Source: an optimization exercise on an open RTL-to-GDS flow (aim: small area). Production flows keep margins and buffers that such runs may drop. Function was checked by simulation only, so behaviour that the tests miss may differ from the original.

### design/flow/design.v
module cr_xor #(parameter W = 8) (
  input  [W-1:0] a,
  input  [W-1:0] b,
  output [W-1:0] y
);
  assign y = a ^ b;
endmodule
module cr_xnor #(parameter W = 8) (
  input  [W-1:0] a,
  input  [W-1:0] b,
  output [W-1:0] y
);
  assign y = ~(a ^ b);
endmodule
module cr_cmux (
  input  s,
  input  a1,
  input  a0,
  output y
);
  assign y = ~(s ? a1 : a0);
endmodule
module cr_addn #(parameter N = 16) (
  input  [N-1:0] a,
  input  [N-1:0] bn,
  input          cin,
  output [N-1:0] s,
  output         co
);
  wire [N-1:0] p;       
  wire [N:0]   c;
  assign c[0] = cin;
  genvar i;
  generate
    for (i = 0; i < N; i = i + 1) begin : g_b
      if (i % 2 == 0) begin : g_e
        cr_xor  #(.W(1)) u_p (.a(a[i]), .b(bn[i]), .y(p[i]));
        cr_xor  #(.W(1)) u_s (.a(p[i]), .b(c[i]),  .y(s[i]));
      end else begin : g_o
        cr_xnor #(.W(1)) u_p (.a(a[i]), .b(bn[i]), .y(p[i]));
        cr_xnor #(.W(1)) u_s (.a(p[i]), .b(c[i]),  .y(s[i]));
      end
      cr_cmux u_c (.s(p[i]), .a1(c[i]), .a0(bn[i]), .y(c[i+1]));
    end
  endgenerate
  assign co = c[N];
endmodule
module cr_prefix #(parameter W = 8) (
  input  [W-1:0] x,
  output [W-1:0] a1n,
  output [W-1:0] a0n
);
  assign a1n[0] = 1'b0;
  assign a0n[0] = 1'b0;
  genvar i;
  generate
    for (i = 1; i < W; i = i + 1) begin : g_b
      assign a1n[i] = a1n[i-1] | ~x[i-1];
      assign a0n[i] = a0n[i-1] | x[i-1];
    end
  endgenerate
endmodule
module cr_o22ai (
  input  a1,
  input  b1,
  input  a2,
  input  b2,
  output y
);
  assign y = ~((a1 | b1) & (a2 | b2));
endmodule
module cr_incdec #(parameter W = 8) (
  input  [W-1:0] x,
  input          incn,
  input          decn,
  output [W-1:0] y
);
  wire [W-1:0] a1n, a0n, f;
  cr_prefix #(.W(W)) u_p (.x(x), .a1n(a1n), .a0n(a0n));
  genvar i;
  generate
    for (i = 0; i < W; i = i + 1) begin : g_b
      cr_o22ai u_f (.a1(incn), .b1(a1n[i]), .a2(decn), .b2(a0n[i]), .y(f[i]));
    end
  endgenerate
  cr_xor #(.W(W)) u_y (.a(x), .b(f), .y(y));
endmodule
module cordic (
  input                clk,
  input                reset,
  input                operands_val,
  input  signed [15:0] x_start,
  input  signed [15:0] y_start,
  input  signed [15:0] angle,
  output signed [15:0] sine,
  output signed [15:0] cosine,
  output               out_valid
);
  localparam [15:0] ODD = 16'haaaa;
  reg [12:0] vld;
  always @(posedge clk) begin
    if (reset) vld <= 13'd0;
    else       vld <= {vld[11:0], operands_val};
  end
  assign out_valid = vld[12];
  wire [15:0] t0 = angle - 16'd12868;
  wire [15:0] x0_0_s;
  wire x0_0_co;
  wire [15:0] x0_0_bn = {~(y_start[15] ^ 1'b1), y_start[14] ^ 1'b1, ~(y_start[13] ^ 1'b1), y_start[12] ^ 1'b1, ~(y_start[11] ^ 1'b1), y_start[10] ^ 1'b1, ~(y_start[9] ^ 1'b1), y_start[8] ^ 1'b1, ~(y_start[7] ^ 1'b1), y_start[6] ^ 1'b1, ~(y_start[5] ^ 1'b1), y_start[4] ^ 1'b1, ~(y_start[3] ^ 1'b1), y_start[2] ^ 1'b1, ~(y_start[1] ^ 1'b1), y_start[0] ^ 1'b1};
  cr_addn #(.N(16)) u_x0_0 (.a(x_start[15:0]), .bn(x0_0_bn), .cin(1'b1), .s(x0_0_s), .co(x0_0_co));
  wire [15:0] y0_0_s;
  wire y0_0_co;
  wire [15:0] y0_0_bn = {~(x_start[15] ^ 1'b0), x_start[14] ^ 1'b0, ~(x_start[13] ^ 1'b0), x_start[12] ^ 1'b0, ~(x_start[11] ^ 1'b0), x_start[10] ^ 1'b0, ~(x_start[9] ^ 1'b0), x_start[8] ^ 1'b0, ~(x_start[7] ^ 1'b0), x_start[6] ^ 1'b0, ~(x_start[5] ^ 1'b0), x_start[4] ^ 1'b0, ~(x_start[3] ^ 1'b0), x_start[2] ^ 1'b0, ~(x_start[1] ^ 1'b0), x_start[0] ^ 1'b0};
  cr_addn #(.N(16)) u_y0_0 (.a(y_start[15:0]), .bn(y0_0_bn), .cin(1'b0), .s(y0_0_s), .co(y0_0_co));
  wire [15:0] x0 = {x0_0_s};
  wire [15:0] y0 = {y0_0_s};
  wire dir1 = ~t0[15];
  wire [5:0] x1_0_s;
  wire x1_0_co;
  wire [5:0] x1_0_bn = {~(y0[6] ^ dir1), y0[5] ^ dir1, ~(y0[4] ^ dir1), y0[3] ^ dir1, ~(y0[2] ^ dir1), y0[1] ^ dir1};
  cr_addn #(.N(6)) u_x1_0 (.a(x0[5:0]), .bn(x1_0_bn), .cin(dir1), .s(x1_0_s), .co(x1_0_co));
  wire [5:0] y1_0_s;
  wire y1_0_co;
  wire [5:0] y1_0_bn = {~(x0[6] ^ ~dir1), x0[5] ^ ~dir1, ~(x0[4] ^ ~dir1), x0[3] ^ ~dir1, ~(x0[2] ^ ~dir1), x0[1] ^ ~dir1};
  cr_addn #(.N(6)) u_y1_0 (.a(y0[5:0]), .bn(y1_0_bn), .cin(~dir1), .s(y1_0_s), .co(y1_0_co));
  wire [15:0] t1 = t0 + ({16{~t0[15]}} ^ 16'd7596) + {15'd0, ~t0[15]};
  reg [5:0] xl0, yl0;
  reg cx0, cy0;
  reg [15:6] xa0, ya0;
  reg [15:0] tr0;
  reg [1:1] dr0;
  always @(posedge clk) begin
    xl0 <= {x1_0_s};
    yl0 <= {y1_0_s};
    cx0 <= x1_0_co;
    cy0 <= y1_0_co;
    xa0 <= x0[15:6];
    ya0 <= y0[15:6];
    tr0 <= t1;
    dr0 <= {~t0[15]};
  end
  wire [15:0] xv0 = {xa0, 6'd0};
  wire [15:0] yv0 = {ya0, 6'd0};
  wire [9:0] x1_6_s;
  wire x1_6_co;
  wire [9:0] x1_6_bn = {~(yv0[15] ^ dr0[1]), yv0[15] ^ dr0[1], ~(yv0[14] ^ dr0[1]), yv0[13] ^ dr0[1], ~(yv0[12] ^ dr0[1]), yv0[11] ^ dr0[1], ~(yv0[10] ^ dr0[1]), yv0[9] ^ dr0[1], ~(yv0[8] ^ dr0[1]), yv0[7] ^ dr0[1]};
  cr_addn #(.N(10)) u_x1_6 (.a(xv0[15:6]), .bn(x1_6_bn), .cin(cx0), .s(x1_6_s), .co(x1_6_co));
  wire [9:0] y1_6_s;
  wire y1_6_co;
  wire [9:0] y1_6_bn = {~(xv0[15] ^ ~dr0[1]), xv0[15] ^ ~dr0[1], ~(xv0[14] ^ ~dr0[1]), xv0[13] ^ ~dr0[1], ~(xv0[12] ^ ~dr0[1]), xv0[11] ^ ~dr0[1], ~(xv0[10] ^ ~dr0[1]), xv0[9] ^ ~dr0[1], ~(xv0[8] ^ ~dr0[1]), xv0[7] ^ ~dr0[1]};
  cr_addn #(.N(10)) u_y1_6 (.a(yv0[15:6]), .bn(y1_6_bn), .cin(cy0), .s(y1_6_s), .co(y1_6_co));
  wire [15:0] x1 = {x1_6_s, xl0};
  wire [15:0] y1 = {y1_6_s, yl0};
  wire dir2 = ~tr0[15];
  wire [11:0] x2_0_s;
  wire x2_0_co;
  wire [11:0] x2_0_bn = {~(y1[13] ^ dir2), y1[12] ^ dir2, ~(y1[11] ^ dir2), y1[10] ^ dir2, ~(y1[9] ^ dir2), y1[8] ^ dir2, ~(y1[7] ^ dir2), y1[6] ^ dir2, ~(y1[5] ^ dir2), y1[4] ^ dir2, ~(y1[3] ^ dir2), y1[2] ^ dir2};
  cr_addn #(.N(12)) u_x2_0 (.a(x1[11:0]), .bn(x2_0_bn), .cin(dir2), .s(x2_0_s), .co(x2_0_co));
  wire [11:0] y2_0_s;
  wire y2_0_co;
  wire [11:0] y2_0_bn = {~(x1[13] ^ ~dir2), x1[12] ^ ~dir2, ~(x1[11] ^ ~dir2), x1[10] ^ ~dir2, ~(x1[9] ^ ~dir2), x1[8] ^ ~dir2, ~(x1[7] ^ ~dir2), x1[6] ^ ~dir2, ~(x1[5] ^ ~dir2), x1[4] ^ ~dir2, ~(x1[3] ^ ~dir2), x1[2] ^ ~dir2};
  cr_addn #(.N(12)) u_y2_0 (.a(y1[11:0]), .bn(y2_0_bn), .cin(~dir2), .s(y2_0_s), .co(y2_0_co));
  wire [15:0] t2 = tr0 + ({16{~tr0[15]}} ^ 16'd4013) + {15'd0, ~tr0[15]};
  reg [11:0] xl1, yl1;
  reg cx1, cy1;
  reg [15:12] xa1, ya1;
  reg [15:0] tr1;
  reg [2:2] dr1;
  always @(posedge clk) begin
    xl1 <= {x2_0_s};
    yl1 <= {y2_0_s};
    cx1 <= x2_0_co;
    cy1 <= y2_0_co;
    xa1 <= x1[15:12];
    ya1 <= y1[15:12];
    tr1 <= t2;
    dr1 <= {~tr0[15]};
  end
  wire [15:0] xv1 = {xa1, 12'd0};
  wire [15:0] yv1 = {ya1, 12'd0};
  wire [1:0] x2_12_s;
  wire x2_12_co;
  wire [1:0] x2_12_bn = {~(yv1[15] ^ dr1[2]), yv1[14] ^ dr1[2]};
  cr_addn #(.N(2)) u_x2_12 (.a(xv1[13:12]), .bn(x2_12_bn), .cin(cx1), .s(x2_12_s), .co(x2_12_co));
  wire [1:0] y2_12_s;
  wire y2_12_co;
  wire [1:0] y2_12_bn = {~(xv1[15] ^ ~dr1[2]), xv1[14] ^ ~dr1[2]};
  cr_addn #(.N(2)) u_y2_12 (.a(yv1[13:12]), .bn(y2_12_bn), .cin(cy1), .s(y2_12_s), .co(y2_12_co));
  wire x2_t_cl = x2_12_co;
  wire x2_t_sg = yv1[15] ^ dr1[2];
  wire [1:0] x2_t_s;
  cr_incdec #(.W(2)) u_x2_t (.x(xv1[15:14]), .incn(~(x2_t_cl & ~x2_t_sg)), .decn(~(~x2_t_cl & x2_t_sg)), .y(x2_t_s));
  wire y2_t_cl = y2_12_co;
  wire y2_t_sg = xv1[15] ^ ~dr1[2];
  wire [1:0] y2_t_s;
  cr_incdec #(.W(2)) u_y2_t (.x(yv1[15:14]), .incn(~(y2_t_cl & ~y2_t_sg)), .decn(~(~y2_t_cl & y2_t_sg)), .y(y2_t_s));
  wire [15:0] x2 = {x2_t_s, x2_12_s, xl1};
  wire [15:0] y2 = {y2_t_s, y2_12_s, yl1};
  wire dir3 = ~tr1[15];
  wire [11:0] x3_0_s;
  wire x3_0_co;
  wire [11:0] x3_0_bn = {~(y2[14] ^ dir3), y2[13] ^ dir3, ~(y2[12] ^ dir3), y2[11] ^ dir3, ~(y2[10] ^ dir3), y2[9] ^ dir3, ~(y2[8] ^ dir3), y2[7] ^ dir3, ~(y2[6] ^ dir3), y2[5] ^ dir3, ~(y2[4] ^ dir3), y2[3] ^ dir3};
  cr_addn #(.N(12)) u_x3_0 (.a(x2[11:0]), .bn(x3_0_bn), .cin(dir3), .s(x3_0_s), .co(x3_0_co));
  wire [11:0] y3_0_s;
  wire y3_0_co;
  wire [11:0] y3_0_bn = {~(x2[14] ^ ~dir3), x2[13] ^ ~dir3, ~(x2[12] ^ ~dir3), x2[11] ^ ~dir3, ~(x2[10] ^ ~dir3), x2[9] ^ ~dir3, ~(x2[8] ^ ~dir3), x2[7] ^ ~dir3, ~(x2[6] ^ ~dir3), x2[5] ^ ~dir3, ~(x2[4] ^ ~dir3), x2[3] ^ ~dir3};
  cr_addn #(.N(12)) u_y3_0 (.a(y2[11:0]), .bn(y3_0_bn), .cin(~dir3), .s(y3_0_s), .co(y3_0_co));
  wire [15:0] t3 = tr1 + ({16{~tr1[15]}} ^ 16'd2037) + {15'd0, ~tr1[15]};
  reg [11:0] xl2, yl2;
  reg cx2, cy2;
  reg [15:12] xa2, ya2;
  reg [15:0] tr2;
  reg [3:3] dr2;
  always @(posedge clk) begin
    xl2 <= {x3_0_s};
    yl2 <= {y3_0_s};
    cx2 <= x3_0_co;
    cy2 <= y3_0_co;
    xa2 <= x2[15:12];
    ya2 <= y2[15:12];
    tr2 <= t3;
    dr2 <= {~tr1[15]};
  end
  wire [15:0] xv2 = {xa2, 12'd0};
  wire [15:0] yv2 = {ya2, 12'd0};
  wire [0:0] x3_12_s;
  wire x3_12_co;
  wire [0:0] x3_12_bn = {yv2[15] ^ dr2[3]};
  cr_addn #(.N(1)) u_x3_12 (.a(xv2[12:12]), .bn(x3_12_bn), .cin(cx2), .s(x3_12_s), .co(x3_12_co));
  wire [0:0] y3_12_s;
  wire y3_12_co;
  wire [0:0] y3_12_bn = {xv2[15] ^ ~dr2[3]};
  cr_addn #(.N(1)) u_y3_12 (.a(yv2[12:12]), .bn(y3_12_bn), .cin(cy2), .s(y3_12_s), .co(y3_12_co));
  wire x3_t_cl = ~x3_12_co;
  wire x3_t_sg = yv2[15] ^ dr2[3];
  wire [2:0] x3_t_s;
  cr_incdec #(.W(3)) u_x3_t (.x(xv2[15:13]), .incn(~(x3_t_cl & ~x3_t_sg)), .decn(~(~x3_t_cl & x3_t_sg)), .y(x3_t_s));
  wire y3_t_cl = ~y3_12_co;
  wire y3_t_sg = xv2[15] ^ ~dr2[3];
  wire [2:0] y3_t_s;
  cr_incdec #(.W(3)) u_y3_t (.x(yv2[15:13]), .incn(~(y3_t_cl & ~y3_t_sg)), .decn(~(~y3_t_cl & y3_t_sg)), .y(y3_t_s));
  wire [15:0] x3 = {x3_t_s, x3_12_s, xl2};
  wire [15:0] y3 = {y3_t_s, y3_12_s, yl2};
  wire dir4 = ~tr2[15];
  wire [11:0] x4_0_s;
  wire x4_0_co;
  wire [11:0] x4_0_bn = {~(y3[15] ^ dir4), y3[14] ^ dir4, ~(y3[13] ^ dir4), y3[12] ^ dir4, ~(y3[11] ^ dir4), y3[10] ^ dir4, ~(y3[9] ^ dir4), y3[8] ^ dir4, ~(y3[7] ^ dir4), y3[6] ^ dir4, ~(y3[5] ^ dir4), y3[4] ^ dir4};
  cr_addn #(.N(12)) u_x4_0 (.a(x3[11:0]), .bn(x4_0_bn), .cin(dir4), .s(x4_0_s), .co(x4_0_co));
  wire [11:0] y4_0_s;
  wire y4_0_co;
  wire [11:0] y4_0_bn = {~(x3[15] ^ ~dir4), x3[14] ^ ~dir4, ~(x3[13] ^ ~dir4), x3[12] ^ ~dir4, ~(x3[11] ^ ~dir4), x3[10] ^ ~dir4, ~(x3[9] ^ ~dir4), x3[8] ^ ~dir4, ~(x3[7] ^ ~dir4), x3[6] ^ ~dir4, ~(x3[5] ^ ~dir4), x3[4] ^ ~dir4};
  cr_addn #(.N(12)) u_y4_0 (.a(y3[11:0]), .bn(y4_0_bn), .cin(~dir4), .s(y4_0_s), .co(y4_0_co));
  wire x4_t_cl = x4_0_co;
  wire x4_t_sg = y3[15] ^ dir4;
  wire [3:0] x4_t_s;
  cr_incdec #(.W(4)) u_x4_t (.x(x3[15:12]), .incn(~(x4_t_cl & ~x4_t_sg)), .decn(~(~x4_t_cl & x4_t_sg)), .y(x4_t_s));
  wire y4_t_cl = y4_0_co;
  wire y4_t_sg = x3[15] ^ ~dir4;
  wire [3:0] y4_t_s;
  cr_incdec #(.W(4)) u_y4_t (.x(y3[15:12]), .incn(~(y4_t_cl & ~y4_t_sg)), .decn(~(~y4_t_cl & y4_t_sg)), .y(y4_t_s));
  wire [15:0] x4 = {x4_t_s, x4_0_s};
  wire [15:0] y4 = {y4_t_s, y4_0_s};
  wire [15:0] t4 = tr2 + ({16{~tr2[15]}} ^ 16'd1022) + {15'd0, ~tr2[15]};
  wire        t4_hi = ~t4[15] & (|t4[14:10]);
  wire        t4_lo =  t4[15] & ~(&t4[14:10]);
  wire [10:0] u_dir = t4_hi ? 11'h7ff : t4_lo ? 11'h000 : {~t4[10], t4[9:0]};
  reg [15:0] xr3, yr3;
  reg [15:5] dr3;
  always @(posedge clk) begin
    xr3 <= x4;
    yr3 <= y4;
    dr3 <= {u_dir[0], u_dir[1], u_dir[2], u_dir[3], u_dir[4], u_dir[5], u_dir[6], u_dir[7], u_dir[8], u_dir[9], u_dir[10]};
  end
  wire dir5 = dr3[5];
  wire [10:0] x5_0_s;
  wire x5_0_co;
  wire [10:0] x5_0_bn = {yr3[15] ^ dir5, ~(yr3[14] ^ dir5), yr3[13] ^ dir5, ~(yr3[12] ^ dir5), yr3[11] ^ dir5, ~(yr3[10] ^ dir5), yr3[9] ^ dir5, ~(yr3[8] ^ dir5), yr3[7] ^ dir5, ~(yr3[6] ^ dir5), yr3[5] ^ dir5};
  cr_addn #(.N(11)) u_x5_0 (.a(xr3[10:0]), .bn(x5_0_bn), .cin(dir5), .s(x5_0_s), .co(x5_0_co));
  wire [10:0] y5_0_s;
  wire y5_0_co;
  wire [10:0] y5_0_bn = {xr3[15] ^ ~dir5, ~(xr3[14] ^ ~dir5), xr3[13] ^ ~dir5, ~(xr3[12] ^ ~dir5), xr3[11] ^ ~dir5, ~(xr3[10] ^ ~dir5), xr3[9] ^ ~dir5, ~(xr3[8] ^ ~dir5), xr3[7] ^ ~dir5, ~(xr3[6] ^ ~dir5), xr3[5] ^ ~dir5};
  cr_addn #(.N(11)) u_y5_0 (.a(yr3[10:0]), .bn(y5_0_bn), .cin(~dir5), .s(y5_0_s), .co(y5_0_co));
  wire x5_t_cl = ~x5_0_co;
  wire x5_t_sg = yr3[15] ^ dir5;
  wire [4:0] x5_t_s;
  cr_incdec #(.W(5)) u_x5_t (.x(xr3[15:11]), .incn(~(x5_t_cl & ~x5_t_sg)), .decn(~(~x5_t_cl & x5_t_sg)), .y(x5_t_s));
  wire y5_t_cl = ~y5_0_co;
  wire y5_t_sg = xr3[15] ^ ~dir5;
  wire [4:0] y5_t_s;
  cr_incdec #(.W(5)) u_y5_t (.x(yr3[15:11]), .incn(~(y5_t_cl & ~y5_t_sg)), .decn(~(~y5_t_cl & y5_t_sg)), .y(y5_t_s));
  wire [15:0] x5 = {x5_t_s, x5_0_s};
  wire [15:0] y5 = {y5_t_s, y5_0_s};
  wire dir6 = dr3[6];
  wire [3:0] x6_0_s;
  wire x6_0_co;
  wire [3:0] x6_0_bn = {~(y5[9] ^ dir6), y5[8] ^ dir6, ~(y5[7] ^ dir6), y5[6] ^ dir6};
  cr_addn #(.N(4)) u_x6_0 (.a(x5[3:0]), .bn(x6_0_bn), .cin(dir6), .s(x6_0_s), .co(x6_0_co));
  wire [3:0] y6_0_s;
  wire y6_0_co;
  wire [3:0] y6_0_bn = {~(x5[9] ^ ~dir6), x5[8] ^ ~dir6, ~(x5[7] ^ ~dir6), x5[6] ^ ~dir6};
  cr_addn #(.N(4)) u_y6_0 (.a(y5[3:0]), .bn(y6_0_bn), .cin(~dir6), .s(y6_0_s), .co(y6_0_co));
  reg [3:0] xl4, yl4;
  reg cx4, cy4;
  reg [15:4] xa4, ya4;
  reg [15:6] dr4;
  always @(posedge clk) begin
    xl4 <= {x6_0_s};
    yl4 <= {y6_0_s};
    cx4 <= x6_0_co;
    cy4 <= y6_0_co;
    xa4 <= x5[15:4];
    ya4 <= y5[15:4];
    dr4 <= {dr3[15], dr3[14], dr3[13], dr3[12], dr3[11], dr3[10], dr3[9], dr3[8], dr3[7], dr3[6]};
  end
  wire [15:0] xv4 = {xa4, 4'd0};
  wire [15:0] yv4 = {ya4, 4'd0};
  wire [5:0] x6_4_s;
  wire x6_4_co;
  wire [5:0] x6_4_bn = {~(yv4[15] ^ dr4[6]), yv4[14] ^ dr4[6], ~(yv4[13] ^ dr4[6]), yv4[12] ^ dr4[6], ~(yv4[11] ^ dr4[6]), yv4[10] ^ dr4[6]};
  cr_addn #(.N(6)) u_x6_4 (.a(xv4[9:4]), .bn(x6_4_bn), .cin(cx4), .s(x6_4_s), .co(x6_4_co));
  wire [5:0] y6_4_s;
  wire y6_4_co;
  wire [5:0] y6_4_bn = {~(xv4[15] ^ ~dr4[6]), xv4[14] ^ ~dr4[6], ~(xv4[13] ^ ~dr4[6]), xv4[12] ^ ~dr4[6], ~(xv4[11] ^ ~dr4[6]), xv4[10] ^ ~dr4[6]};
  cr_addn #(.N(6)) u_y6_4 (.a(yv4[9:4]), .bn(y6_4_bn), .cin(cy4), .s(y6_4_s), .co(y6_4_co));
  wire x6_t_cl = x6_4_co;
  wire x6_t_sg = yv4[15] ^ dr4[6];
  wire [5:0] x6_t_s;
  cr_incdec #(.W(6)) u_x6_t (.x(xv4[15:10]), .incn(~(x6_t_cl & ~x6_t_sg)), .decn(~(~x6_t_cl & x6_t_sg)), .y(x6_t_s));
  wire y6_t_cl = y6_4_co;
  wire y6_t_sg = xv4[15] ^ ~dr4[6];
  wire [5:0] y6_t_s;
  cr_incdec #(.W(6)) u_y6_t (.x(yv4[15:10]), .incn(~(y6_t_cl & ~y6_t_sg)), .decn(~(~y6_t_cl & y6_t_sg)), .y(y6_t_s));
  wire [15:0] x6 = {x6_t_s, x6_4_s, xl4};
  wire [15:0] y6 = {y6_t_s, y6_4_s, yl4};
  wire dir7 = dr4[7];
  wire [5:0] x7_0_s;
  wire x7_0_co;
  wire [5:0] x7_0_bn = {~(y6[12] ^ dir7), y6[11] ^ dir7, ~(y6[10] ^ dir7), y6[9] ^ dir7, ~(y6[8] ^ dir7), y6[7] ^ dir7};
  cr_addn #(.N(6)) u_x7_0 (.a(x6[5:0]), .bn(x7_0_bn), .cin(dir7), .s(x7_0_s), .co(x7_0_co));
  wire [5:0] y7_0_s;
  wire y7_0_co;
  wire [5:0] y7_0_bn = {~(x6[12] ^ ~dir7), x6[11] ^ ~dir7, ~(x6[10] ^ ~dir7), x6[9] ^ ~dir7, ~(x6[8] ^ ~dir7), x6[7] ^ ~dir7};
  cr_addn #(.N(6)) u_y7_0 (.a(y6[5:0]), .bn(y7_0_bn), .cin(~dir7), .s(y7_0_s), .co(y7_0_co));
  reg [5:0] xl5, yl5;
  reg cx5, cy5;
  reg [15:6] xa5, ya5;
  reg [15:7] dr5;
  always @(posedge clk) begin
    xl5 <= {x7_0_s};
    yl5 <= {y7_0_s};
    cx5 <= x7_0_co;
    cy5 <= y7_0_co;
    xa5 <= x6[15:6];
    ya5 <= y6[15:6];
    dr5 <= {dr4[15], dr4[14], dr4[13], dr4[12], dr4[11], dr4[10], dr4[9], dr4[8], dr4[7]};
  end
  wire [15:0] xv5 = {xa5, 6'd0};
  wire [15:0] yv5 = {ya5, 6'd0};
  wire [2:0] x7_6_s;
  wire x7_6_co;
  wire [2:0] x7_6_bn = {yv5[15] ^ dr5[7], ~(yv5[14] ^ dr5[7]), yv5[13] ^ dr5[7]};
  cr_addn #(.N(3)) u_x7_6 (.a(xv5[8:6]), .bn(x7_6_bn), .cin(cx5), .s(x7_6_s), .co(x7_6_co));
  wire [2:0] y7_6_s;
  wire y7_6_co;
  wire [2:0] y7_6_bn = {xv5[15] ^ ~dr5[7], ~(xv5[14] ^ ~dr5[7]), xv5[13] ^ ~dr5[7]};
  cr_addn #(.N(3)) u_y7_6 (.a(yv5[8:6]), .bn(y7_6_bn), .cin(cy5), .s(y7_6_s), .co(y7_6_co));
  wire x7_t_cl = ~x7_6_co;
  wire x7_t_sg = yv5[15] ^ dr5[7];
  wire [6:0] x7_t_s;
  cr_incdec #(.W(7)) u_x7_t (.x(xv5[15:9]), .incn(~(x7_t_cl & ~x7_t_sg)), .decn(~(~x7_t_cl & x7_t_sg)), .y(x7_t_s));
  wire y7_t_cl = ~y7_6_co;
  wire y7_t_sg = xv5[15] ^ ~dr5[7];
  wire [6:0] y7_t_s;
  cr_incdec #(.W(7)) u_y7_t (.x(yv5[15:9]), .incn(~(y7_t_cl & ~y7_t_sg)), .decn(~(~y7_t_cl & y7_t_sg)), .y(y7_t_s));
  wire [15:0] x7 = {x7_t_s, x7_6_s, xl5};
  wire [15:0] y7 = {y7_t_s, y7_6_s, yl5};
  wire dir8 = dr5[8];
  wire [5:0] x8_0_s;
  wire x8_0_co;
  wire [5:0] x8_0_bn = {~(y7[13] ^ dir8), y7[12] ^ dir8, ~(y7[11] ^ dir8), y7[10] ^ dir8, ~(y7[9] ^ dir8), y7[8] ^ dir8};
  cr_addn #(.N(6)) u_x8_0 (.a(x7[5:0]), .bn(x8_0_bn), .cin(dir8), .s(x8_0_s), .co(x8_0_co));
  wire [5:0] y8_0_s;
  wire y8_0_co;
  wire [5:0] y8_0_bn = {~(x7[13] ^ ~dir8), x7[12] ^ ~dir8, ~(x7[11] ^ ~dir8), x7[10] ^ ~dir8, ~(x7[9] ^ ~dir8), x7[8] ^ ~dir8};
  cr_addn #(.N(6)) u_y8_0 (.a(y7[5:0]), .bn(y8_0_bn), .cin(~dir8), .s(y8_0_s), .co(y8_0_co));
  reg [5:0] xl6, yl6;
  reg cx6, cy6;
  reg [15:6] xa6, ya6;
  reg [15:8] dr6;
  always @(posedge clk) begin
    xl6 <= {x8_0_s};
    yl6 <= {y8_0_s};
    cx6 <= x8_0_co;
    cy6 <= y8_0_co;
    xa6 <= x7[15:6];
    ya6 <= y7[15:6];
    dr6 <= {dr5[15], dr5[14], dr5[13], dr5[12], dr5[11], dr5[10], dr5[9], dr5[8]};
  end
  wire [15:0] xv6 = {xa6, 6'd0};
  wire [15:0] yv6 = {ya6, 6'd0};
  wire [1:0] x8_6_s;
  wire x8_6_co;
  wire [1:0] x8_6_bn = {~(yv6[15] ^ dr6[8]), yv6[14] ^ dr6[8]};
  cr_addn #(.N(2)) u_x8_6 (.a(xv6[7:6]), .bn(x8_6_bn), .cin(cx6), .s(x8_6_s), .co(x8_6_co));
  wire [1:0] y8_6_s;
  wire y8_6_co;
  wire [1:0] y8_6_bn = {~(xv6[15] ^ ~dr6[8]), xv6[14] ^ ~dr6[8]};
  cr_addn #(.N(2)) u_y8_6 (.a(yv6[7:6]), .bn(y8_6_bn), .cin(cy6), .s(y8_6_s), .co(y8_6_co));
  wire x8_t_cl = x8_6_co;
  wire x8_t_sg = yv6[15] ^ dr6[8];
  wire [7:0] x8_t_s;
  cr_incdec #(.W(8)) u_x8_t (.x(xv6[15:8]), .incn(~(x8_t_cl & ~x8_t_sg)), .decn(~(~x8_t_cl & x8_t_sg)), .y(x8_t_s));
  wire y8_t_cl = y8_6_co;
  wire y8_t_sg = xv6[15] ^ ~dr6[8];
  wire [7:0] y8_t_s;
  cr_incdec #(.W(8)) u_y8_t (.x(yv6[15:8]), .incn(~(y8_t_cl & ~y8_t_sg)), .decn(~(~y8_t_cl & y8_t_sg)), .y(y8_t_s));
  wire [15:0] x8 = {x8_t_s, x8_6_s, xl6};
  wire [15:0] y8 = {y8_t_s, y8_6_s, yl6};
  wire dir9 = dr6[9];
  wire [5:0] x9_0_s;
  wire x9_0_co;
  wire [5:0] x9_0_bn = {~(y8[14] ^ dir9), y8[13] ^ dir9, ~(y8[12] ^ dir9), y8[11] ^ dir9, ~(y8[10] ^ dir9), y8[9] ^ dir9};
  cr_addn #(.N(6)) u_x9_0 (.a(x8[5:0]), .bn(x9_0_bn), .cin(dir9), .s(x9_0_s), .co(x9_0_co));
  wire [5:0] y9_0_s;
  wire y9_0_co;
  wire [5:0] y9_0_bn = {~(x8[14] ^ ~dir9), x8[13] ^ ~dir9, ~(x8[12] ^ ~dir9), x8[11] ^ ~dir9, ~(x8[10] ^ ~dir9), x8[9] ^ ~dir9};
  cr_addn #(.N(6)) u_y9_0 (.a(y8[5:0]), .bn(y9_0_bn), .cin(~dir9), .s(y9_0_s), .co(y9_0_co));
  reg [5:0] xl7, yl7;
  reg cx7, cy7;
  reg [15:6] xa7, ya7;
  reg [15:9] dr7;
  always @(posedge clk) begin
    xl7 <= {x9_0_s};
    yl7 <= {y9_0_s};
    cx7 <= x9_0_co;
    cy7 <= y9_0_co;
    xa7 <= x8[15:6];
    ya7 <= y8[15:6];
    dr7 <= {dr6[15], dr6[14], dr6[13], dr6[12], dr6[11], dr6[10], dr6[9]};
  end
  wire [15:0] xv7 = {xa7, 6'd0};
  wire [15:0] yv7 = {ya7, 6'd0};
  wire [0:0] x9_6_s;
  wire x9_6_co;
  wire [0:0] x9_6_bn = {yv7[15] ^ dr7[9]};
  cr_addn #(.N(1)) u_x9_6 (.a(xv7[6:6]), .bn(x9_6_bn), .cin(cx7), .s(x9_6_s), .co(x9_6_co));
  wire [0:0] y9_6_s;
  wire y9_6_co;
  wire [0:0] y9_6_bn = {xv7[15] ^ ~dr7[9]};
  cr_addn #(.N(1)) u_y9_6 (.a(yv7[6:6]), .bn(y9_6_bn), .cin(cy7), .s(y9_6_s), .co(y9_6_co));
  wire x9_t_cl = ~x9_6_co;
  wire x9_t_sg = yv7[15] ^ dr7[9];
  wire [8:0] x9_t_s;
  cr_incdec #(.W(9)) u_x9_t (.x(xv7[15:7]), .incn(~(x9_t_cl & ~x9_t_sg)), .decn(~(~x9_t_cl & x9_t_sg)), .y(x9_t_s));
  wire y9_t_cl = ~y9_6_co;
  wire y9_t_sg = xv7[15] ^ ~dr7[9];
  wire [8:0] y9_t_s;
  cr_incdec #(.W(9)) u_y9_t (.x(yv7[15:7]), .incn(~(y9_t_cl & ~y9_t_sg)), .decn(~(~y9_t_cl & y9_t_sg)), .y(y9_t_s));
  wire [15:0] x9 = {x9_t_s, x9_6_s, xl7};
  wire [15:0] y9 = {y9_t_s, y9_6_s, yl7};
  wire dir10 = dr7[10];
  wire [3:0] x10_0_s;
  wire x10_0_co;
  wire [3:0] x10_0_bn = {~(y9[13] ^ dir10), y9[12] ^ dir10, ~(y9[11] ^ dir10), y9[10] ^ dir10};
  cr_addn #(.N(4)) u_x10_0 (.a(x9[3:0]), .bn(x10_0_bn), .cin(dir10), .s(x10_0_s), .co(x10_0_co));
  wire [3:0] y10_0_s;
  wire y10_0_co;
  wire [3:0] y10_0_bn = {~(x9[13] ^ ~dir10), x9[12] ^ ~dir10, ~(x9[11] ^ ~dir10), x9[10] ^ ~dir10};
  cr_addn #(.N(4)) u_y10_0 (.a(y9[3:0]), .bn(y10_0_bn), .cin(~dir10), .s(y10_0_s), .co(y10_0_co));
  reg [3:0] xl8, yl8;
  reg cx8, cy8;
  reg [15:4] xa8, ya8;
  reg [15:10] dr8;
  always @(posedge clk) begin
    xl8 <= {x10_0_s};
    yl8 <= {y10_0_s};
    cx8 <= x10_0_co;
    cy8 <= y10_0_co;
    xa8 <= x9[15:4];
    ya8 <= y9[15:4];
    dr8 <= {dr7[15], dr7[14], dr7[13], dr7[12], dr7[11], dr7[10]};
  end
  wire [15:0] xv8 = {xa8, 4'd0};
  wire [15:0] yv8 = {ya8, 4'd0};
  wire [1:0] x10_4_s;
  wire x10_4_co;
  wire [1:0] x10_4_bn = {~(yv8[15] ^ dr8[10]), yv8[14] ^ dr8[10]};
  cr_addn #(.N(2)) u_x10_4 (.a(xv8[5:4]), .bn(x10_4_bn), .cin(cx8), .s(x10_4_s), .co(x10_4_co));
  wire [1:0] y10_4_s;
  wire y10_4_co;
  wire [1:0] y10_4_bn = {~(xv8[15] ^ ~dr8[10]), xv8[14] ^ ~dr8[10]};
  cr_addn #(.N(2)) u_y10_4 (.a(yv8[5:4]), .bn(y10_4_bn), .cin(cy8), .s(y10_4_s), .co(y10_4_co));
  wire x10_t_cl = x10_4_co;
  wire x10_t_sg = yv8[15] ^ dr8[10];
  wire [9:0] x10_t_s;
  cr_incdec #(.W(10)) u_x10_t (.x(xv8[15:6]), .incn(~(x10_t_cl & ~x10_t_sg)), .decn(~(~x10_t_cl & x10_t_sg)), .y(x10_t_s));
  wire y10_t_cl = y10_4_co;
  wire y10_t_sg = xv8[15] ^ ~dr8[10];
  wire [9:0] y10_t_s;
  cr_incdec #(.W(10)) u_y10_t (.x(yv8[15:6]), .incn(~(y10_t_cl & ~y10_t_sg)), .decn(~(~y10_t_cl & y10_t_sg)), .y(y10_t_s));
  wire [15:0] x10 = {x10_t_s, x10_4_s, xl8};
  wire [15:0] y10 = {y10_t_s, y10_4_s, yl8};
  wire dir11 = dr8[11];
  wire [3:0] x11_0_s;
  wire x11_0_co;
  wire [3:0] x11_0_bn = {~(y10[14] ^ dir11), y10[13] ^ dir11, ~(y10[12] ^ dir11), y10[11] ^ dir11};
  cr_addn #(.N(4)) u_x11_0 (.a(x10[3:0]), .bn(x11_0_bn), .cin(dir11), .s(x11_0_s), .co(x11_0_co));
  wire [3:0] y11_0_s;
  wire y11_0_co;
  wire [3:0] y11_0_bn = {~(x10[14] ^ ~dir11), x10[13] ^ ~dir11, ~(x10[12] ^ ~dir11), x10[11] ^ ~dir11};
  cr_addn #(.N(4)) u_y11_0 (.a(y10[3:0]), .bn(y11_0_bn), .cin(~dir11), .s(y11_0_s), .co(y11_0_co));
  reg [3:0] xl9, yl9;
  reg cx9, cy9;
  reg [15:4] xa9, ya9;
  reg [15:11] dr9;
  always @(posedge clk) begin
    xl9 <= {x11_0_s};
    yl9 <= {y11_0_s};
    cx9 <= x11_0_co;
    cy9 <= y11_0_co;
    xa9 <= x10[15:4];
    ya9 <= y10[15:4];
    dr9 <= {dr8[15], dr8[14], dr8[13], dr8[12], dr8[11]};
  end
  wire [15:0] xv9 = {xa9, 4'd0};
  wire [15:0] yv9 = {ya9, 4'd0};
  wire [0:0] x11_4_s;
  wire x11_4_co;
  wire [0:0] x11_4_bn = {yv9[15] ^ dr9[11]};
  cr_addn #(.N(1)) u_x11_4 (.a(xv9[4:4]), .bn(x11_4_bn), .cin(cx9), .s(x11_4_s), .co(x11_4_co));
  wire [0:0] y11_4_s;
  wire y11_4_co;
  wire [0:0] y11_4_bn = {xv9[15] ^ ~dr9[11]};
  cr_addn #(.N(1)) u_y11_4 (.a(yv9[4:4]), .bn(y11_4_bn), .cin(cy9), .s(y11_4_s), .co(y11_4_co));
  wire x11_t_cl = ~x11_4_co;
  wire x11_t_sg = yv9[15] ^ dr9[11];
  wire [10:0] x11_t_s;
  cr_incdec #(.W(11)) u_x11_t (.x(xv9[15:5]), .incn(~(x11_t_cl & ~x11_t_sg)), .decn(~(~x11_t_cl & x11_t_sg)), .y(x11_t_s));
  wire y11_t_cl = ~y11_4_co;
  wire y11_t_sg = xv9[15] ^ ~dr9[11];
  wire [10:0] y11_t_s;
  cr_incdec #(.W(11)) u_y11_t (.x(yv9[15:5]), .incn(~(y11_t_cl & ~y11_t_sg)), .decn(~(~y11_t_cl & y11_t_sg)), .y(y11_t_s));
  wire [15:0] x11 = {x11_t_s, x11_4_s, xl9};
  wire [15:0] y11 = {y11_t_s, y11_4_s, yl9};
  wire dir12 = dr9[12];
  wire [1:0] x12_0_s;
  wire x12_0_co;
  wire [1:0] x12_0_bn = {~(y11[13] ^ dir12), y11[12] ^ dir12};
  cr_addn #(.N(2)) u_x12_0 (.a(x11[1:0]), .bn(x12_0_bn), .cin(dir12), .s(x12_0_s), .co(x12_0_co));
  wire [1:0] y12_0_s;
  wire y12_0_co;
  wire [1:0] y12_0_bn = {~(x11[13] ^ ~dir12), x11[12] ^ ~dir12};
  cr_addn #(.N(2)) u_y12_0 (.a(y11[1:0]), .bn(y12_0_bn), .cin(~dir12), .s(y12_0_s), .co(y12_0_co));
  reg [1:0] xl10, yl10;
  reg cx10, cy10;
  reg [15:2] xa10, ya10;
  reg [15:12] dr10;
  always @(posedge clk) begin
    xl10 <= {x12_0_s};
    yl10 <= {y12_0_s};
    cx10 <= x12_0_co;
    cy10 <= y12_0_co;
    xa10 <= x11[15:2];
    ya10 <= y11[15:2];
    dr10 <= {dr9[15], dr9[14], dr9[13], dr9[12]};
  end
  wire [15:0] xv10 = {xa10, 2'd0};
  wire [15:0] yv10 = {ya10, 2'd0};
  wire [1:0] x12_2_s;
  wire x12_2_co;
  wire [1:0] x12_2_bn = {~(yv10[15] ^ dr10[12]), yv10[14] ^ dr10[12]};
  cr_addn #(.N(2)) u_x12_2 (.a(xv10[3:2]), .bn(x12_2_bn), .cin(cx10), .s(x12_2_s), .co(x12_2_co));
  wire [1:0] y12_2_s;
  wire y12_2_co;
  wire [1:0] y12_2_bn = {~(xv10[15] ^ ~dr10[12]), xv10[14] ^ ~dr10[12]};
  cr_addn #(.N(2)) u_y12_2 (.a(yv10[3:2]), .bn(y12_2_bn), .cin(cy10), .s(y12_2_s), .co(y12_2_co));
  wire x12_t_cl = x12_2_co;
  wire x12_t_sg = yv10[15] ^ dr10[12];
  wire [11:0] x12_t_s;
  cr_incdec #(.W(12)) u_x12_t (.x(xv10[15:4]), .incn(~(x12_t_cl & ~x12_t_sg)), .decn(~(~x12_t_cl & x12_t_sg)), .y(x12_t_s));
  wire y12_t_cl = y12_2_co;
  wire y12_t_sg = xv10[15] ^ ~dr10[12];
  wire [11:0] y12_t_s;
  cr_incdec #(.W(12)) u_y12_t (.x(yv10[15:4]), .incn(~(y12_t_cl & ~y12_t_sg)), .decn(~(~y12_t_cl & y12_t_sg)), .y(y12_t_s));
  wire [15:0] x12 = {x12_t_s, x12_2_s, xl10};
  wire [15:0] y12 = {y12_t_s, y12_2_s, yl10};
  wire dir13 = dr10[13];
  wire [2:0] x13_0_s;
  wire x13_0_co;
  wire [2:0] x13_0_bn = {y12[15] ^ dir13, ~(y12[14] ^ dir13), y12[13] ^ dir13};
  cr_addn #(.N(3)) u_x13_0 (.a(x12[2:0]), .bn(x13_0_bn), .cin(dir13), .s(x13_0_s), .co(x13_0_co));
  wire [2:0] y13_0_s;
  wire y13_0_co;
  wire [2:0] y13_0_bn = {x12[15] ^ ~dir13, ~(x12[14] ^ ~dir13), x12[13] ^ ~dir13};
  cr_addn #(.N(3)) u_y13_0 (.a(y12[2:0]), .bn(y13_0_bn), .cin(~dir13), .s(y13_0_s), .co(y13_0_co));
  wire x13_t_cl = ~x13_0_co;
  wire x13_t_sg = y12[15] ^ dir13;
  wire [12:0] x13_t_s;
  cr_incdec #(.W(13)) u_x13_t (.x(x12[15:3]), .incn(~(x13_t_cl & ~x13_t_sg)), .decn(~(~x13_t_cl & x13_t_sg)), .y(x13_t_s));
  wire y13_t_cl = ~y13_0_co;
  wire y13_t_sg = x12[15] ^ ~dir13;
  wire [12:0] y13_t_s;
  cr_incdec #(.W(13)) u_y13_t (.x(y12[15:3]), .incn(~(y13_t_cl & ~y13_t_sg)), .decn(~(~y13_t_cl & y13_t_sg)), .y(y13_t_s));
  wire [15:0] x13 = {x13_t_s, x13_0_s};
  wire [15:0] y13 = {y13_t_s, y13_0_s};
  reg [15:0] xr11, yr11;
  reg [15:14] dr11;
  always @(posedge clk) begin
    xr11 <= x13;
    yr11 <= y13;
    dr11 <= {dr10[15], dr10[14]};
  end
  wire dir14 = dr11[14];
  wire [1:0] x14_0_s;
  wire x14_0_co;
  wire [1:0] x14_0_bn = {~(yr11[15] ^ dir14), yr11[14] ^ dir14};
  cr_addn #(.N(2)) u_x14_0 (.a(xr11[1:0]), .bn(x14_0_bn), .cin(dir14), .s(x14_0_s), .co(x14_0_co));
  wire [1:0] y14_0_s;
  wire y14_0_co;
  wire [1:0] y14_0_bn = {~(xr11[15] ^ ~dir14), xr11[14] ^ ~dir14};
  cr_addn #(.N(2)) u_y14_0 (.a(yr11[1:0]), .bn(y14_0_bn), .cin(~dir14), .s(y14_0_s), .co(y14_0_co));
  wire x14_t_cl = x14_0_co;
  wire x14_t_sg = yr11[15] ^ dir14;
  wire [13:0] x14_t_s;
  cr_incdec #(.W(14)) u_x14_t (.x(xr11[15:2]), .incn(~(x14_t_cl & ~x14_t_sg)), .decn(~(~x14_t_cl & x14_t_sg)), .y(x14_t_s));
  wire y14_t_cl = y14_0_co;
  wire y14_t_sg = xr11[15] ^ ~dir14;
  wire [13:0] y14_t_s;
  cr_incdec #(.W(14)) u_y14_t (.x(yr11[15:2]), .incn(~(y14_t_cl & ~y14_t_sg)), .decn(~(~y14_t_cl & y14_t_sg)), .y(y14_t_s));
  wire [15:0] x14 = {x14_t_s, x14_0_s};
  wire [15:0] y14 = {y14_t_s, y14_0_s};
  reg [15:0] xr12, yr12;
  reg [15:15] dr12;
  always @(posedge clk) begin
    xr12 <= x14;
    yr12 <= y14;
    dr12 <= {dr11[15]};
  end
  wire dir15 = dr12[15];
  wire [0:0] x15_0_s;
  wire x15_0_co;
  wire [0:0] x15_0_bn = {yr12[15] ^ dir15};
  cr_addn #(.N(1)) u_x15_0 (.a(xr12[0:0]), .bn(x15_0_bn), .cin(dir15), .s(x15_0_s), .co(x15_0_co));
  wire [0:0] y15_0_s;
  wire y15_0_co;
  wire [0:0] y15_0_bn = {xr12[15] ^ ~dir15};
  cr_addn #(.N(1)) u_y15_0 (.a(yr12[0:0]), .bn(y15_0_bn), .cin(~dir15), .s(y15_0_s), .co(y15_0_co));
  wire x15_t_cl = ~x15_0_co;
  wire x15_t_sg = yr12[15] ^ dir15;
  wire [14:0] x15_t_s;
  cr_incdec #(.W(15)) u_x15_t (.x(xr12[15:1]), .incn(~(x15_t_cl & ~x15_t_sg)), .decn(~(~x15_t_cl & x15_t_sg)), .y(x15_t_s));
  wire y15_t_cl = ~y15_0_co;
  wire y15_t_sg = xr12[15] ^ ~dir15;
  wire [14:0] y15_t_s;
  cr_incdec #(.W(15)) u_y15_t (.x(yr12[15:1]), .incn(~(y15_t_cl & ~y15_t_sg)), .decn(~(~y15_t_cl & y15_t_sg)), .y(y15_t_s));
  wire [15:0] x15 = {x15_t_s, x15_0_s};
  wire [15:0] y15 = {y15_t_s, y15_0_s};
  assign cosine = x15;
  assign sine   = y15;
endmodule
### design/flow/run.sh
#!/bin/bash
# synth_recipe.tcl (not shown) runs the flow's synth.tcl, then flattens the netlist and writes it again
# the make line also repeats each setting of config.mk as NAME=value (left out here)
make -C /OpenROAD-flow-scripts/flow DESIGN_CONFIG=/design/flow/config.mk WORK_HOME=/design/flow/orfs CLKGATE_MAP_FILE= SYNTH_SCRIPT=/design/flow/synth_recipe.tcl finish
### design/flow/config.mk
export PLATFORM = sky130hd
export DESIGN_NAME = cordic
export DESIGN_NICKNAME = cordic
export VERILOG_FILES = /design/flow/design.v
export SDC_FILE = /design/flow/constraint.sdc
export NUM_CORES = 4
export LEC_CHECK = 0
export CAP_MARGIN = 0
export CORE_MARGIN = 2
export CORE_UTILIZATION = 60
export SLEW_MARGIN = 0
export SYNTH_HIERARCHICAL = 1
export SYNTH_MINIMUM_KEEP_SIZE = 0
### design/flow/constraint.sdc
create_clock -name core_clock -period 5.0 [get_ports {clk}]
set_input_delay 1.0000 -clock core_clock [delete_from_list [all_inputs] [get_ports {clk}]]
set_output_delay 1.0000 -clock core_clock [all_outputs]
set_load 0.01 [all_outputs]
==> results.cfg, run 1 <==
[clocking]
post_cts_buffers = 0
clockRootBuffer = clkbuf_16
clk_pin_slew_ns = 0.06
cts_buffer_depth = 3
clk_latency_ns = 0.62
clock-sinks = 563
cts_made_buffers = 59
cts_hold_buf = 0
cts_tree = built
ctsResizeCount = 0
htree_levels = 2

[sta]
rsz0062_at_grt = no
max_slew_margin_pct = 36.1
tightest_slew_ns = 0.951
fmax_mhz = 224
finalHoldViolCount = 0
setup-violations-final = 0
period_needed_ns = 4.46
finClkSkew_ns = 0.0164
fin_crit_sh_pct = 89.2
drv_slew = 0

[route]
routed-wl-met3_um = 1740
dr_wl_met2_um = 31800
dr.pass1.iters = 5
drc = 0
via_per_inst = 5.40
wl_met1_um = 25400
avgRoutedWirePerCell_um = 14.9
dr_total_vias = 22100
ant_nets = 0
drt_iter0_drc = 801
wirelength_um = 61000
top_layer = met4

[placement]
gp_congestion = 0.848
post-dp-hpwl_um = 47200
port_buffers = 83

[flow_run]
maxCapViolCount = 0

[global_route]
grt_max_degree = 23
grt_overflow = 0
antenna_found_initial = 0
grt_pass1_vias = 21800
grt_pass1_wl_um = 102000
track_usage_pct = 21.6

[die]
die_w_um = 235
ioPinCount = 84
rows = 84
start_util_pct = 60.9
die_y_um = 235
core_area_um2 = 52700
die_area_um2 = 55300

[setup_path]
cp.required_ns = 5.53
r2r-start = ya10[14]
crit_type = reg2reg
arrival_ns = 4.98
cp-end-kind = flip-flop
cp-start-kind = flip-flop
crit_path_max_fanout = 13
startpoint = ya10[14]

[cells_and_area]
area_delta_synth_final_pct = 10.1
fin_util_pct = 67.0
diodes = 0
final_common_cell = xor2_1
finalNetCount = 3473
final_cell_mix = xor2_1 (660), dfxtp_1 (560), xnor2_1 (433)
drive_gt1_share_pct = 7.80

[synthesis]
synthCells = 3303
syn_area_um2 = 32000
synth.avg_cell_area_um2 = 9.70
ys_warn_count = 7

[status]
status = complete, no violations

[hold_path]
hold_path.class = reg2reg
hold_path.startpoint = dr4[10]
[routing by layer]
layer,vias up,GRT usage [%]
met5,-,0
met4,0,7.69
met3,131,3.44
met2,298,41.0
met1,10400,24.2
li1,11300,-
[flip-flops by register name, summed over array words and instances (netlist names), 13 cells and up]
signal,flops
yr11,16
ya10,14
xr11,16
xa10,14
yr3,16
tr2,16
xr12,16
vld,13
tr0,16
xr3,16
tr1,16
yr12,16
[final timing paths]
check	depth (start not counted)	slack, ns	end
max reg2reg	15	0.54	yr11[6]
min	0	0.32	dr5[10]
min reg2reg	0	0.32	dr5[10]
max	15	0.54	yr11[6]
[layout make-up]
type	instances	area, µm²
multi-input combinational	2531	19600
fill	4263	17400
sequential	563	11300
clock buffer	92	1800
timing repair buffer	102	973
tap	688	861
inverter	105	394
clock inverter	19	338
[through the flow]
stage / worst slack [ns] / TNS [ns] / cell area [µm²] / std cells / hold WS, ns
after global routing: 0.114 / 0 / 35300 / 4100 / 0.329
after detailed placement: -0.0880 / -0.0880 / 33200 / 3989 / 0.312
after global placement: 0.116 / 0 / 33200 / 3989 / 0.310
final: 0.541 / 0 / 35300 / 4100 / 0.322
after CTS: 0.550 / 0 / 35300 / 4100 / 0.322
after floorplan: 0.413 / 0 / 32200 / 3333 / 0.310
[critical path, stage by stage (launching register included)]
cell and delay, ns:
dfxtp_1 0.43, xor2_1 0.24, xor2_1 0.30, mux2i_1 0.32, mux2i_1 0.13, or2_2 0.43, o22ai_1 0.18, xor2_1 0.43
xnor2_1 0.22, xor2_1 0.27, mux2i_1 0.29, mux2i_1 0.16, mux2i_1 0.19, nand2_1 0.30, o22ai_1 0.28, xor2_1 0.20
==> run 2: changes to the inputs <==
--- a/design/flow/config.mk
+++ b/design/flow/config.mk
@@ -8,6 +8,8 @@
 export CAP_MARGIN = 0
 export CORE_MARGIN = 2
 export CORE_UTILIZATION = 60
+export CTS_BUF_LIST = sky130_fd_sc_hd__clkbuf_4 sky130_fd_sc_hd__clkbuf_8
+export CTS_CLUSTER_SIZE = 30
 export SLEW_MARGIN = 0
 export SYNTH_HIERARCHICAL = 1
 export SYNTH_MINIMUM_KEEP_SIZE = 0
==> run 2 against run 1 <==
Still clean; synthesized cell count did not move; die area unchanged; clock-buffer cell count grew 54; sequential share of layout area increased by 0.22 points.
==> results.cfg, run 2 <==
[clocking]
cts_made_buffers = 92
cts_tree = built
clockRootBuffer = clkbuf_8
ctsResizeCount = 0
htree_levels = 3
clk_latency_ns = 0.66
post_cts_buffers = 0
clock-sinks = 563
cts_buffer_depth = 3
clk_pin_slew_ns = 0.06
cts_hold_buf = 0

[cells_and_area]
finalNetCount = 3506
final_area_um2 = 35000
final_cell_mix = xor2_1 (660), dfxtp_1 (560), xnor2_1 (433)
stdcell_count = 4146
drive_gt1_share_pct = 9.37
fin_util_pct = 66.6
area_delta_synth_final_pct = 9.36
final_common_cell = xor2_1
register_area_um2 = 11300
nFillCells = 4329
multiInputGateArea_um2 = 19600

[route]
drt_iter0_drc = 798
avgRoutedWirePerCell_um = 14.7
ant_nets = 0
dr_total_vias = 22200
via_per_inst = 5.36
wirelength_um = 61100
dr.pass1.iters = 6
drc = 0

[sta]
finClkSkew_ns = 0.0295
period_needed_ns = 4.47
fmax_mhz = 224
max_slew_margin_pct = 34.0
fin_crit_sh_pct = 89.3
finalHoldViolCount = 0
drv_slew = 0
tns_ns = 0
rsz0062_at_grt = no
finalWorstSetupSlack_ns = 0.533
setup-violations-final = 0
tightest_slew_ns = 0.983

[global_route]
track_usage_pct = 21.7
grt_pass1_vias = 22000
antenna_found_initial = 2
grt_pass1_wl_um = 102000
grt_max_degree = 23
grt_overflow = 0

[synthesis]
synthCells = 3303
synth.avg_cell_area_um2 = 9.70
syn_area_um2 = 32000
ys_warn_count = 7

[setup_path]
cp.required_ns = 5.54
cp-end-kind = flip-flop
crit_path_max_fanout = 3
crit_type = in2reg
arrival_ns = 5.01
cp-start-kind = input port

[die]
ioPinCount = 84
die_w_um = 235
core_area_um2 = 52700
die_area_um2 = 55300
rows = 84
die_y_um = 235
start_util_pct = 60.9

[placement]
gp_congestion = 0.848
post-dp-hpwl_um = 47200
placed_area_um2 = 33200
pre_cts_ws_ns = -0.0880
dp.cells = 3989
port_buffers = 83

[status]
status = complete, no violations

[hold_path]
hold_path.class = reg2reg

[flow_run]
maxCapViolCount = 0
run 2: cell count changes in the layout (fill, tap and decap cells not counted):
cell,delta
bufinv_16,-7
clkbuf_1,-13
clkbuf_16,-59
clkbuf_4,+33
clkbuf_8,+93
clkinv_2,-2
clkinv_8,-2
clkinvlp_4,+1
diode_2,+1
inv_16,-1
inv_6,+1
inv_8,+1
run 2: cell type report:
class | instances | area share (%)
multi-input cells | 2531 | 56.1
flip-flops and latches | 563 | 32.2
repair buffers | 102 | 2.78
diodes | 1 | 0.00714
inverters | 105 | 1.12
clock inverters | 10 | 0.264
clock buffers | 146 | 5.14
well taps | 688 | 2.46
run 2: routing by layer:
metal	track usage [%]	wire, µm	up-vias
met5	0	0	-
met4	9.11	2230	0
met3	3.86	1950	157
met2	40.5	31500	352
met1	23.9	25400	10400
li1	-	-	11400
run 2: stage by stage:
step	hold slack (ns)
4_1_cts	0.305
6_report	0.314
3_5_place_dp	0.312
2_1_floorplan	0.310
5_1_grt	0.313
3_3_place_gp	0.310
run 2: path summary, 6_finish.rpt:
path                   start  endpoint  slack [ns]  cells after the start
hold reg to reg      dr4[12]   dr5[12]        0.31                      0
setup / recovery  x_start[0]   ya0[15]        0.53                     18
setup reg to reg    ya10[14]   yr11[6]        0.55                     15
hold / removal       dr4[12]   dr5[12]        0.31                      0
run 2: worst max-delay path, stage by stage:
cell             delay (ns)
clkdlybuf4s50_1        0.52
xor2_1                 0.27
mux2i_1                0.33
mux2i_1                0.16
mux2i_1                0.25
mux2i_1                0.15
mux2i_1                0.21
mux2i_1                0.14
mux2i_1                0.23
mux2i_1                0.15
mux2i_1                0.25
mux2i_1                0.15
mux2i_1                0.26
mux2i_1                0.17
mux2i_1                0.28
mux2i_1                0.17
mux2i_1                0.21
xnor2_1                0.09

afterwards: timing with drivers on the ports:
The flow's constraints put no driver on any port. The routed layouts listed below were extracted and timed again, unchanged, in two steps.
Step 1: set_driving_cell puts a clkbuf_16 on clk and a buf_2 on each other input, an assumption about the parent block.
Step 2 times the ports against the registers' clock, not the clock port: input delays grow and output delays shrink by t, the midpoint of the rising clock arrivals with the driver on.
Slacks: no drivers / after step 1 / after step 2; pairs: no drivers / after step 1.
run | shift t [ns] | setup slack, ns | worst hold slack (ns) | cell pins on the clock port's net
run 1 | 0.675 | 0.541 / 0.541 / -0.096 | 0.322 / 0.322 / 0.322 | 1
run 2 | 0.703 | 0.533 / 0.555 / -0.141 | 0.314 / 0.314 / 0.314 | 1
Met with ideal ports but missed after step 2: setup timing in run 1 and run 2. For run 2, which loses most, drivers alone change the setup slack by +0.022 ns; drivers and shift together by -0.674 ns.
